This design comes from an exercise in tuning for small area on the open sky130 flow, not from production work. Only simulation tests tie the RTL to the original design; equivalence was not proved. Power figures rest on the tool's default switching activity, not on a simulated workload.

`flow/run.sh`:
```
#!/bin/bash
# synth_recipe.tcl (not shown) runs the flow's synth.tcl, then flattens the netlist and writes it again
# the make line also repeats each setting of config.mk as NAME=value (left out here)
make -C /OpenROAD-flow-scripts/flow DESIGN_CONFIG=/design/flow/config.mk WORK_HOME=/design/flow/orfs CLKGATE_MAP_FILE= SYNTH_SCRIPT=/design/flow/synth_recipe.tcl finish
```
`flow/config.mk`:
```
export PLATFORM = sky130hd
export DESIGN_NAME = DS18B20
export DESIGN_NICKNAME = DS18B20
export VERILOG_FILES = /design/flow/design.v
export SDC_FILE = /design/flow/constraint.sdc
export NUM_CORES = 4
export LEC_CHECK = 0
export CAP_MARGIN = 20
export CORE_MARGIN = 2
export CORE_UTILIZATION = 40
export SLEW_MARGIN = 20
```
`flow/constraint.sdc`:
```
create_clock -name core_clock -period 20.0 [get_ports {clk}]
set_input_delay 4.0000 -clock core_clock [delete_from_list [all_inputs] [get_ports {clk}]]
set_output_delay 4.0000 -clock core_clock [all_outputs]
set_load 0.01 [all_outputs]
```
`flow/design.v`:
```
module Binary_to_BCD(
   input[7:0] binary,
   output reg[3:0] Hundreds,
   output reg[3:0] Tens,
   output reg[3:0] Ones
   );
integer i;
always@(binary) begin
    Hundreds = 4'd0;
    Tens = 4'd0;
    Ones = 4'd0;
    for(i=7;i>=0;i=i-1) begin
        if(Hundreds >= 5)
           Hundreds = Hundreds + 3;
        if(Tens >=5 )
            Tens = Tens + 3;
        if(Ones >= 5)
            Ones = Ones + 3;
        Hundreds = Hundreds<<1;
        Hundreds[0] = Tens[3];
        Tens = Tens<<1;
        Tens[0]=Ones[3];
        Ones = Ones<<1;
        Ones[0] = binary[i];
    end
end
endmodule
module LCD(
		sys_clk,
		sys_rst_n,
		Num1,
		Num2,
		Num3,
		Num4,
		DIO,
		SCLK,
		RCLK
		);
input sys_clk,sys_rst_n;
input[7:0] Num1;
input[7:0] Num2;
input[7:0] Num3;
input[7:0] Num4;
output reg DIO;
output reg SCLK;
output reg RCLK;
reg[31:0] count_5us;
reg clk;
always@(posedge sys_clk or negedge sys_rst_n) begin
	if(!sys_rst_n) begin
		count_5us<='b0;
		clk<='b0;
	end
	else begin
		if(count_5us<='d500_000) begin
			count_5us<=count_5us+1'b1;
			clk<=~clk;
		end
		else begin
			count_5us<='b0;
		end
	end
end
wire lcd_en = (count_5us<='d500_000) && !clk;
localparam S00     = 5'h00;
localparam S01     = 5'h01;
localparam S10     = 5'h03;
localparam S11     = 5'h02;
localparam S20     = 5'h06;
localparam S21     = 5'h07;
localparam S30     = 5'h05;
localparam S31     = 5'h04;
localparam S7      = 5'h0C;
localparam WRITE0  = 5'h0D;
localparam WRITE1  = 5'h0F;
localparam WRITE2  = 5'h0E;
localparam WRITE3  = 5'h0A;
localparam WRITE4  = 5'h0B;
localparam WRITE5  = 5'h09;
localparam WRITE6  = 5'h08;
localparam WRITE7  = 5'h18;
function [7:0] lut;
	input [7:0] n;
	case(n)
	8'd0:  lut='hc0;
	8'd1:  lut='hf9;
	8'd2:  lut='ha4;
	8'd3:  lut='hb0;
	8'd4:  lut='h99;
	8'd5:  lut='h92;
	8'd6:  lut='h82;
	8'd7:  lut='hf8;
	8'd8:  lut='h80;
	8'd9:  lut='h90;
	8'd10: lut='hc6; 
	default: lut='hff;
	endcase
endfunction
reg[7:0] state;
reg[7:0] next_state,next_state2;
reg[7:0] write_data;
reg[7:0] write_data_cycle;
reg[7:0] write_cycle;
always @(posedge sys_clk or negedge sys_rst_n) begin
	if(!sys_rst_n) begin
		state<=S00;
		DIO<='b0;
		SCLK<='b0;
		RCLK<='b0;
		write_cycle<='b0;
		write_data_cycle<='d0;
		next_state<=S00;
		next_state2<=S00;
		write_data<='b0;
	end
	else if(lcd_en) begin
		case(state)
		S00: begin
			write_data<=lut(Num1);
			state<=WRITE0;
			next_state2<=S01;
		end
		S01: begin
			write_data<=1;
			state<=WRITE0;
			next_state2<=WRITE1;	 
			next_state<=S10;
		end
		S10: begin
			write_data<=lut(Num2);
			state<=WRITE0;
			next_state2<=S11;
		end
		S11: begin
			write_data<=2;
			state<=WRITE0;
			next_state2<=WRITE1;
			next_state<=S20;
		end
		S20: begin
			write_data<=lut(Num3) & (~'h80);
			state<=WRITE0;
			next_state2<=S21;
		end
		S21: begin
			write_data<=4;
			state<=WRITE0;
			next_state2<=WRITE1;
			next_state<=S30;
		end
		S30: begin
			write_data<=lut(Num4);
			state<=WRITE0;
			next_state2<=S31;
		end
		S31: begin
			write_data<=8;
			state<=WRITE0;
			next_state2<=WRITE1;
			next_state<=S00;
		end
		WRITE0: begin
			DIO<=write_data['d7-write_data_cycle];
			case(write_cycle)
				0: begin
					write_cycle<=write_cycle+1'b1;
				end
				1: begin
					SCLK<=1'b0;
					write_cycle<=write_cycle+1'b1;
				end
				2: begin
					SCLK<=1'b1;
					write_cycle<='b0;
					if(write_data_cycle=='d7) begin
						write_data_cycle<='b0;
						state<=next_state2;
					end
					else begin
						write_data_cycle<=write_data_cycle+1'b1;
					end
				end
			endcase
		end
		WRITE1: begin
			RCLK<=1'b0;
			state<=WRITE2;
		end
		WRITE2: begin
			RCLK<=1'b1;
			state<=WRITE3;
		end
		WRITE3: begin
			state<=next_state;
		end
		endcase
	end
end
endmodule
module DS18B20(
  input             clk,                 
  input             rst_n,               
  input             one_wire_in,         
  output reg        one_wire_oe,         
  output     [15:0] temperature,         
  output reg [7:0]  LED,
  output            DIO,
  output            SCLK,
  output            RCLK
);
wire sys_rst_n = rst_n;
wire sys_clk   = clk;
reg [31:0] led_cnt;
always @(negedge sys_rst_n or posedge sys_clk) begin
	if(!sys_rst_n) begin
		led_cnt<='b0;
	end
	else begin
		if(led_cnt<'d50_000_000) begin
			led_cnt<=led_cnt+1'b1;
		end
		else led_cnt<='b0;
	end
end
always @(negedge sys_rst_n or posedge sys_clk) begin
	if(!sys_rst_n) begin
		LED<='b10101010;
	end
	else begin
		if(led_cnt=='b1) begin
			LED<=LED+1'b1;
		end
	end
end
reg [5:0] cnt;
always @ (posedge clk, negedge rst_n)
  if (!rst_n)
    cnt <= 0;
  else
    if (cnt == 49)
      cnt <= 0;
    else
      cnt <= cnt + 1'b1;
wire tick_1us = (cnt == 25);
reg [19:0] cnt_1us;
reg cnt_1us_clear;
always @ (posedge clk, negedge rst_n)
  if (!rst_n)
    cnt_1us <= 0;
  else if (tick_1us)
  begin
    if (cnt_1us_clear)
      cnt_1us <= 0;
    else
      cnt_1us <= cnt_1us + 1'b1;
  end
parameter S00     = 5'h00;
parameter S0      = 5'h01;
parameter S1      = 5'h03;
parameter S2      = 5'h02;
parameter S3      = 5'h06;
parameter S4      = 5'h07;
parameter S5      = 5'h05;
parameter S6      = 5'h04;
parameter S7      = 5'h0C;
parameter WRITE0  = 5'h0D;
parameter WRITE1  = 5'h0F;
parameter WRITE00 = 5'h0E;
parameter WRITE01 = 5'h0A;
parameter READ0   = 5'h0B;
parameter READ1   = 5'h09;
parameter READ2   = 5'h08;
parameter READ3   = 5'h18;
reg [4:0] state;
reg [15:0] temperature_buf;             
reg [5:0] step;                         
reg [3:0] bit_valid;                    
always @(posedge clk, negedge rst_n)
begin
  if (!rst_n)
  begin
    one_wire_oe     <= 1'b0;
    step            <= 0;
    bit_valid       <= 0;
    state           <= S00;
    cnt_1us_clear   <= 1'b0;
    temperature_buf <= 16'h001F;
  end
  else if (tick_1us)
  begin
    case (state)
      S00 : begin
              temperature_buf <= 16'h001F;
              state           <= S0;
            end
      S0 :  begin
              cnt_1us_clear <= 1;
              one_wire_oe  <= 1'b1;
              state         <= S1;
            end
      S1 :  begin
              cnt_1us_clear <= 0;
              if (cnt_1us == 500)
              begin
                cnt_1us_clear <= 1;
                one_wire_oe  <= 1'b0;
                state         <= S2;
              end
            end
      S2 :  begin
              cnt_1us_clear <= 0;
              if (cnt_1us == 100)
              begin
                cnt_1us_clear <= 1;
                state         <= S3;
              end
            end
      S3 :  if (~one_wire_in)
              state <= S4;
            else if (one_wire_in)
              state <= S0;
      S4 :  begin
              cnt_1us_clear <= 0;
              if (cnt_1us == 400)
              begin
                cnt_1us_clear <= 1;
                state         <= S5;
              end
            end
      S5 :  begin
              if      (step == 0)        
              begin
                step  <= step + 1'b1;
                state <= WRITE0;
              end
              else if (step == 1)
              begin
                step  <= step + 1'b1;
                state <= WRITE0;
              end
              else if (step == 2)
              begin
                one_wire_oe <= 1'b1;
                step         <= step + 1'b1;
                state        <= WRITE01;
              end
              else if (step == 3)
              begin
                one_wire_oe <= 1'b1;
                step         <= step + 1'b1;
                state        <= WRITE01;
              end
              else if (step == 4)
              begin
                step  <= step + 1'b1;
                state <= WRITE0;
              end
              else if (step == 5)
              begin
                step  <= step + 1'b1;
                state <= WRITE0;
              end
              else if (step == 6)
              begin
                one_wire_oe <= 1'b1;
                step         <= step + 1'b1;
                state        <= WRITE01;
              end
              else if (step == 7)
              begin
                one_wire_oe <= 1'b1;
                step         <= step + 1'b1;
                state        <= WRITE01;
              end
              else if (step == 8)        
              begin
                step  <= step + 1'b1;
                state <= WRITE0;
              end
              else if (step == 9)
              begin
                step  <= step + 1'b1;
                state <= WRITE0;
              end
              else if (step == 10)
              begin
                one_wire_oe <= 1'b1;
                step         <= step + 1'b1;
                state        <= WRITE01;
              end
              else if (step == 11)
              begin
                step  <= step + 1'b1;
                state <= WRITE0;
              end
              else if (step == 12)
              begin
                step  <= step + 1'b1;
                state <= WRITE0;
              end
              else if (step == 13)
              begin
                step  <= step + 1'b1;
                state <= WRITE0;
              end
              else if (step == 14)
              begin
                one_wire_oe <= 1'b1;
                step         <= step + 1'b1;
                state        <= WRITE01;
              end
              else if (step == 15)
              begin
                step  <= step + 1'b1;
                state <= WRITE0;
              end
              else if (step == 16)
              begin
                one_wire_oe <= 1'b0;
                step         <= step + 1'b1;
                state        <= S6;
              end
              else if (step == 17)       
              begin
                step  <= step + 1'b1;
                state <= WRITE0;
              end
              else if (step == 18)
              begin
                step  <= step + 1'b1;
                state <= WRITE0;
              end
              else if (step == 19)
              begin
                one_wire_oe <= 1'b1;
                step         <= step + 1'b1;
                state        <= WRITE01;
              end
              else if (step == 20)
              begin
                step  <= step + 1'b1;
                state <= WRITE01;
                one_wire_oe <= 1'b1;
              end
              else if (step == 21)
              begin
                step  <= step + 1'b1;
                state <= WRITE0;
              end
              else if (step == 22)
              begin
                step  <= step + 1'b1;
                state <= WRITE0;
              end
              else if (step == 23)
              begin
                one_wire_oe <= 1'b1;
                step         <= step + 1'b1;
                state        <= WRITE01;
              end
              else if (step == 24)
              begin
                one_wire_oe <= 1'b1;
                step         <= step + 1'b1;
                state        <= WRITE01;
              end
              else if (step == 25)       
              begin
                step  <= step + 1'b1;
                state <= WRITE0;
              end
              else if (step == 26)
              begin
                one_wire_oe <= 1'b1;
                step         <= step + 1'b1;
                state        <= WRITE01;
              end
              else if (step == 27)
              begin
                one_wire_oe <= 1'b1;
                step         <= step + 1'b1;
                state        <= WRITE01;
              end
              else if (step == 28)
              begin
                one_wire_oe <= 1'b1;
                step         <= step + 1'b1;
                state        <= WRITE01;
              end
              else if (step == 29)
              begin
                one_wire_oe <= 1'b1;
                step         <= step + 1'b1;
                state        <= WRITE01;
              end
              else if (step == 30)
              begin
                one_wire_oe <= 1'b1;
                step         <= step + 1'b1;
                state        <= WRITE01;
              end
              else if (step == 31)
              begin
                step  <= step + 1'b1;
                state <= WRITE0;
              end
              else if (step == 32)
              begin
                one_wire_oe <= 1'b1;
                step         <= step + 1'b1;
                state        <= WRITE01;
              end
              else if (step == 33)
              begin
                step  <= step + 1'b1;
                state <= S7;
              end
            end
      S6 :  begin
              cnt_1us_clear <= 0;
              if (cnt_1us == 750000 | one_wire_in)
              begin
                cnt_1us_clear <= 1;
                state         <= S0;
              end
            end
      S7 :  begin
              if      (step == 34)
              begin
                bit_valid    <= 0;
                one_wire_oe <= 1'b1;
                step         <= step + 1'b1;
                state        <= READ0;
              end
              else if (step == 35)
              begin
                bit_valid    <= bit_valid + 1'b1;
                one_wire_oe <= 1'b1;
                step         <= step + 1'b1;
                state        <= READ0;
              end
              else if (step == 36)
              begin
                bit_valid    <= bit_valid + 1'b1;
                one_wire_oe <= 1'b1;
                step         <= step + 1'b1;
                state        <= READ0;
              end
              else if (step == 37)
              begin
                bit_valid    <= bit_valid + 1'b1;
                one_wire_oe <= 1'b1;
                step         <= step + 1'b1;
                state        <= READ0;
              end
              else if (step == 38)
              begin
                bit_valid    <= bit_valid + 1'b1;
                one_wire_oe <= 1'b1;
                step         <= step + 1'b1;
                state        <= READ0;
              end
              else if (step == 39)
              begin
                bit_valid    <= bit_valid + 1'b1;
                one_wire_oe <= 1'b1;
                step         <= step + 1'b1;
                state        <= READ0;
              end
              else if (step == 40)
              begin
                bit_valid    <= bit_valid + 1'b1;
                one_wire_oe <= 1'b1;
                step         <= step + 1'b1;
                state        <= READ0;
              end
              else if (step == 41)
              begin
                bit_valid    <= bit_valid + 1'b1;
                one_wire_oe <= 1'b1;
                step         <= step + 1'b1;
                state        <= READ0;
              end
              else if (step == 42)
              begin
                bit_valid    <= bit_valid + 1'b1;
                one_wire_oe <= 1'b1;
                step         <= step + 1'b1;
                state        <= READ0;
              end
              else if (step == 43)
              begin
                bit_valid    <= bit_valid + 1'b1;
                one_wire_oe <= 1'b1;
                step         <= step + 1'b1;
                state        <= READ0;
              end
              else if (step == 44)
              begin
                bit_valid    <= bit_valid + 1'b1;
                one_wire_oe <= 1'b1;
                step         <= step + 1'b1;
                state        <= READ0;
              end
              else if (step == 45)
              begin
                bit_valid    <= bit_valid + 1'b1;
                one_wire_oe <= 1'b1;
                step         <= step + 1'b1;
                state        <= READ0;
              end
              else if (step == 46)
              begin
                bit_valid    <= bit_valid + 1'b1;
                one_wire_oe <= 1'b1;
                step         <= step + 1'b1;
                state        <= READ0;
              end
              else if (step == 47)
              begin
                bit_valid    <= bit_valid + 1'b1;
                one_wire_oe <= 1'b1;
                step         <= step + 1'b1;
                state        <= READ0;
              end
              else if (step == 48)
              begin
                bit_valid    <= bit_valid + 1'b1;
                one_wire_oe <= 1'b1;
                step         <= step + 1'b1;
                state        <= READ0;
              end
              else if (step == 49)
              begin
                bit_valid    <= bit_valid + 1'b1;
                one_wire_oe <= 1'b1;
                step         <= step + 1'b1;
                state        <= READ0;
              end
              else if (step == 50)
              begin
                step  <= 0;
                state <= S0;
              end
            end
      WRITE0 :
            begin
              cnt_1us_clear <= 0;
              one_wire_oe  <= 1'b1;
              if (cnt_1us == 80)
              begin
                cnt_1us_clear <= 1;
                one_wire_oe  <= 1'b0;
                state         <= WRITE00;
              end
            end
      WRITE00 :
              state <= S5;
      WRITE01 :
              state <= WRITE1;
      WRITE1 :
            begin
              cnt_1us_clear <= 0;
              one_wire_oe  <= 1'b0;
              if (cnt_1us == 80)
              begin
                cnt_1us_clear <= 1;
                state         <= S5;
              end
            end
      READ0 : state <= READ1;
      READ1 :
            begin
              cnt_1us_clear <= 0;
              one_wire_oe  <= 1'b0;
              if (cnt_1us == 10)
              begin
                cnt_1us_clear <= 1;
                state         <= READ2;
              end
            end
      READ2 :
            begin
              temperature_buf[bit_valid] <= one_wire_in;
              state                      <= READ3;
            end
      READ3 :
            begin
              cnt_1us_clear <= 0;
              if (cnt_1us == 55)
              begin
                cnt_1us_clear <= 1;
                state         <= S7;
              end
            end
      default : state <= S00;
    endcase
  end
end
wire [15:0] t_buf = temperature_buf & 16'h07FF;
assign temperature[3:0]   = ((t_buf[3:0]>=10)?(t_buf[3:0]-10):t_buf[3:0])>>1;
Binary_to_BCD U_Binary_to_BCD_1(.binary(t_buf[11:4]),
											.Hundreds(),
											.Tens(temperature[11:8]),
											.Ones(temperature[7:4])
											);
assign temperature[15:12] = temperature_buf[12] ? 1 : 0;    
LCD U_LCD_1(
		.sys_clk(sys_clk),
		.sys_rst_n(sys_rst_n),
		.Num1(8'd10),
		.Num2({4'd0, temperature[3:0]}),
		.Num3({4'd0, temperature[7:4]}),
		.Num4({4'd0, temperature[11:8]}),
		.DIO(DIO),
		.SCLK(SCLK),
		.RCLK(RCLK)
		);
endmodule
```
==> flow_metrics.py <==
metrics = {
    "critical_path": {
        "cp_cell_sequence": "inv_1, ha_1, o21ai_0, xnor2_1, ha_1, nand2b_1, a32oi_4, xnor2_1, inv_1, ha_1, nand2b_1, a21oi_2, xnor2_1, ha_1, nand2b_1, a221oi_1, o32ai_2, a21oi_2, and2_4, inv_1, clkdlybuf4s50_1",
        "cp_max_fo": 8,
        "crit_arrival_ns": 5.48,
        "path_common_cell": "ha_1",
        "cp.required_ns": 16.00,
        "r2r.worst_path.cells": 22,
        "reg2reg_slack_ns": 14.71,
        "cp_slowest_cell": "clkdlybuf4s50_1",
        "path_delay_family": "compound AO/OA/AOI/OAI gates",
        "path_class": "flip-flop to primary output",
        "startpoint_type": "flip-flop",
        "critical_path.max_stage_delay_ns": 0.49,
        "r2r_end": "U_LCD_1.write_data[3]",
        "end_kind": "primary output",
        "cp_num_buf_inv": 4,
        "r2r-start": "temperature_buf[9]",
    },
    "layout": {
        "design_area_sq_mm": 0.01143,
        "n_antenna_cell": 0,
        "fin_cells": 1539,
        "layout-drive-gt1-share_pct": 6.782,
        "nets": 1253,
        "syn_to_final_growth_pct": 10.92,
        "finish.utilization_pct": 45.25,
    },
    "die": {
        "core_area_sq_mm": 0.02525,
        "die_h_um": 164.5,
        "dieArea_sq_mm": 0.02706,
        "core.rowCount": 58,
        "die_x_um": 164.5,
        "initial_core_util_pct": 40.79,
        "io_pins": 31,
    },
    "timing": {
        "setup_viol": 0,
        "tns_ns": 0,
        "min_period_over_period_pct": 47.41,
        "hold_viol": 0,
        "slew_violations": 0,
        "rsz0062_at_grt": "no",
        "finalCriticalPeriod_ns": 9.482,
        "finalClockSkew_ns": 0.01424,
        "finalWorstSetupSlack_ns": 10.52,
        "maxSlewHeadroom_pct": 32.87,
        "tightest_slew_ns": 1.004,
        "fmax_ghz": 0.1055,
    },
    "clocking": {
        "insertion_delay_ns": 0.44,
        "post_cts_resized": 0,
        "htree_levels": 4,
        "cts_buffer_depth": 2,
        "cts_hold_buf": 0,
        "cts.sinks": 166,
        "numCtsBuffers": 17,
        "clkTransAtPathRegs_ns": 0.07,
        "root_buffer": "clkbuf_16",
        "cts_tree": "done",
        "postCtsSetupRepairBufs": 0,
    },
    "pwr": {
        "powerDensity_mw_per_mm2": 59.16,
        "vdd_ir_drop_max_v": 0.00005601,
        "p_leak_uw": 0.004840,
    },
    "synthesis": {
        "seq_area_frac_synth_pct": 40.43,
        "yosysTopAreaCellShare_pct": 38.13,
        "synth_edf_count": 0,
        "synth_area_sq_mm": 0.01030,
        "ys_ff_latch": 166,
        "synth_top_area_cell": "dfrtp_1",
        "synthTopCellsByArea": "dfrtp_1, ha_1, nor2_1, o21ai_0, nand2_1",
        "yosysWarningCount": 3,
        "yosys.cell_types.count": 80,
        "synth-async-reset-ratio_pct": 100.0,
        "avgSynthCellArea_sq_um": 8.687,
        "syn_inst": 1186,
        "synth_ff_type": "dfrtp_1",
    },
    "global_routing": {
        "grt_pass1_vias": 7694,
        "grt_antenna_before_repair": 0,
        "overflow": 0,
        "grt_start_max_net_pins": 97,
        "grt_pass1_wl_um": 36770,
        "gr-usage-all-layers_pct": 16.39,
    },
    "placement": {
        "gp_congestion": 0.8788,
        "dp_slack_ns": 10.96,
        "port-buffer-count": 27,
        "dpl.hpwl_um": 14960,
        "dpl_cell_area_sq_mm": 0.01083,
        "dp_cells": 1507,
    },
    "routing": {
        "drcViolationCount": 0,
        "drt-total-wl_um": 21350,
        "first_pass_iters": 7,
        "vias_per_cell": 5.350,
        "wl_per_cell_um": 13.87,
        "drt_iter0_drc": 617,
        "ant_nets": 0,
        "num_vias": 8234,
    },
    "outcome": {
        "status": "no timing/DRC/antenna violations",
    },
    "job": {
        "maxCapViolations": 0,
    },
    "hold_path": {
        "min-delay-start": "U_LCD_1.write_cycle[7]",
        "hold_depth": 0,
        "min_to": "U_LCD_1.write_cycle[7]",
        "hold_path_class": "flip-flop to flip-flop",
    },
}
==> where the power goes <==
| group | switching (uW) | leakage [uW] | internal, uW |
|---|---|---|---|
| registers | 0.741 | 0.00221 | 338 |
| logic | 7.91 | 0.00233 | 1.03 |
| clock network | 160 | 0.000294 | 169 |
==> layer usage <==
layer / vias to the layer above / track usage, % / wire length [um]
met3: 18 / 2.913 / 616
met4: 0 / 4.071 / 227
met2: 127 / 26.17 / 9859
met1: 3906 / 23.10 / 10650
li1: 4183 / - / -
met5: - / 0 / 0
==> stage by stage <==
step | hold WS, ns | total power [uW]
final | 0.3700 | 676.1
after global routing | 0.3850 | 701.0
after CTS | 0.3767 | 686.9
after detailed placement | 0.3589 | 354.6
after global placement | 0.3568 | 354.5
after floorplan | 0.4207 | 347.0
==> cells by family (layout without fill, tap and decap cells) <==
logic type | count (synthesis) | in the layout | share of synthesized area, %
and+or+nand+nor | 490 | 490 | 23.04
AOI/OAI and AO/OA | 254 | 254 | 15.67
DFF | 166 | 166 | 40.43
buffers and inverters | 118 | 120 | 4.615
xor gates and xnor gates | 75 | 75 | 6.376
adders and majority gates | 54 | 54 | 6.558
muxes | 28 | 28 | 3.279
other | 1 | 22 | 0.03640
==> synthesized netlist by cell type (13+ instances only) <==
cell type  count
ha_1          54
clkbuf_1      50
a21oi_1       58
nand2_1      111
inv_1         56
and3_1        19
xor2_1        37
nor4_1        20
nand4_1       18
a31oi_1       19
nand3_1       56
o21ai_0       88
nand2b_1      13
dfrtp_1      157
nor2_1       147
xnor2_1       38
nor3_1        35
==> worst max path at each step <==
stage	slack, ns	cells past startpoint	end	startpoint
2_1_floorplan	11.89	21	temperature[6]	temperature_buf[9]
3_3_place_gp	11.17	21	temperature[6]	temperature_buf[9]
3_5_place_dp	10.96	21	temperature[6]	temperature_buf[9]
4_1_cts	10.47	21	temperature[6]	temperature_buf[9]
5_1_grt	10.02	21	temperature[6]	temperature_buf[9]
6_report	10.52	21	temperature[6]	temperature_buf[9]
==> sequential cells by signal, indices dropped and copies added, names as in the netlist <==
signal                    flops
LED                           8
U_LCD_1.DIO                   1
U_LCD_1.RCLK                  1
U_LCD_1.SCLK                  1
U_LCD_1.clk                   1
U_LCD_1.count_5us            32
U_LCD_1.next_state            3
U_LCD_1.next_state2           4
U_LCD_1.state                 4
U_LCD_1.write_cycle           8
U_LCD_1.write_data            8
U_LCD_1.write_data_cycle      8
bit_valid                     4
cnt                           6
cnt_1us                      20
cnt_1us_clear                 1
led_cnt                      32
one_wire_oe                   1
state                         5
step                          6
temperature_buf              12
==> area by class of cell <==
class / count / area [sq um]
inverters: 59 / 221.5
clock inverters: 15 / 175.2
fillers: 2421 / 13830
repair buffers: 29 / 286.5
multi-input cells: 923 / 5741
clock buffers: 17 / 425.4
well taps: 330 / 412.9
flip-flops and latches: 166 / 4165
==> placed cells by master (no fill, tap or decap), types with 8 or more instances in the layout <==
| cell | count |
|---|---|
| nor2b_1 | 11 |
| inv_1 | 56 |
| nand2_1 | 111 |
| nand4_1 | 18 |
| clkbuf_16 | 17 |
| nor2_1 | 147 |
| clkdlybuf4s50_1 | 26 |
| dfstp_2 | 9 |
| conb_1 | 22 |
| o21ai_0 | 88 |
| and3_1 | 19 |
| mux2i_1 | 10 |
| xor2_1 | 37 |
| a31oi_1 | 19 |
| nor4_1 | 20 |
| ha_1 | 54 |
| nand3_1 | 56 |
| or3_1 | 12 |
| nand2b_1 | 13 |
| dfrtp_1 | 157 |
| xnor2_1 | 38 |
| a21oi_1 | 58 |
| mux2_2 | 12 |
| or2_2 | 8 |
| nor3_1 | 35 |

## what the ideal ports hide
Ports are ideal in the flow. The routed layout listed here was re-timed in OpenROAD. Step 1 sets driving cells, clkbuf_16 on the clock port and buf_2 on the other inputs (assumed; they add their load-dependent delay and slew). Step 2 also shifts input and output timing later by t, the mid clock arrival at the registers, as if the neighbouring blocks saw the same clock. Three values: ideal ports, drivers, drivers and shift; two values: the first two.
t (ns): 0.475
setup slack, ns: 10.518 / 10.471 / 10.946
hold slack, ns: 0.370 / 0.370 / 0.370
clock arrival spread, ns: 0.020 / 0.020
After both steps this run still meets setup and hold. The setup slack of this run moves by -0.047 ns with the drivers and by +0.428 ns with both steps.
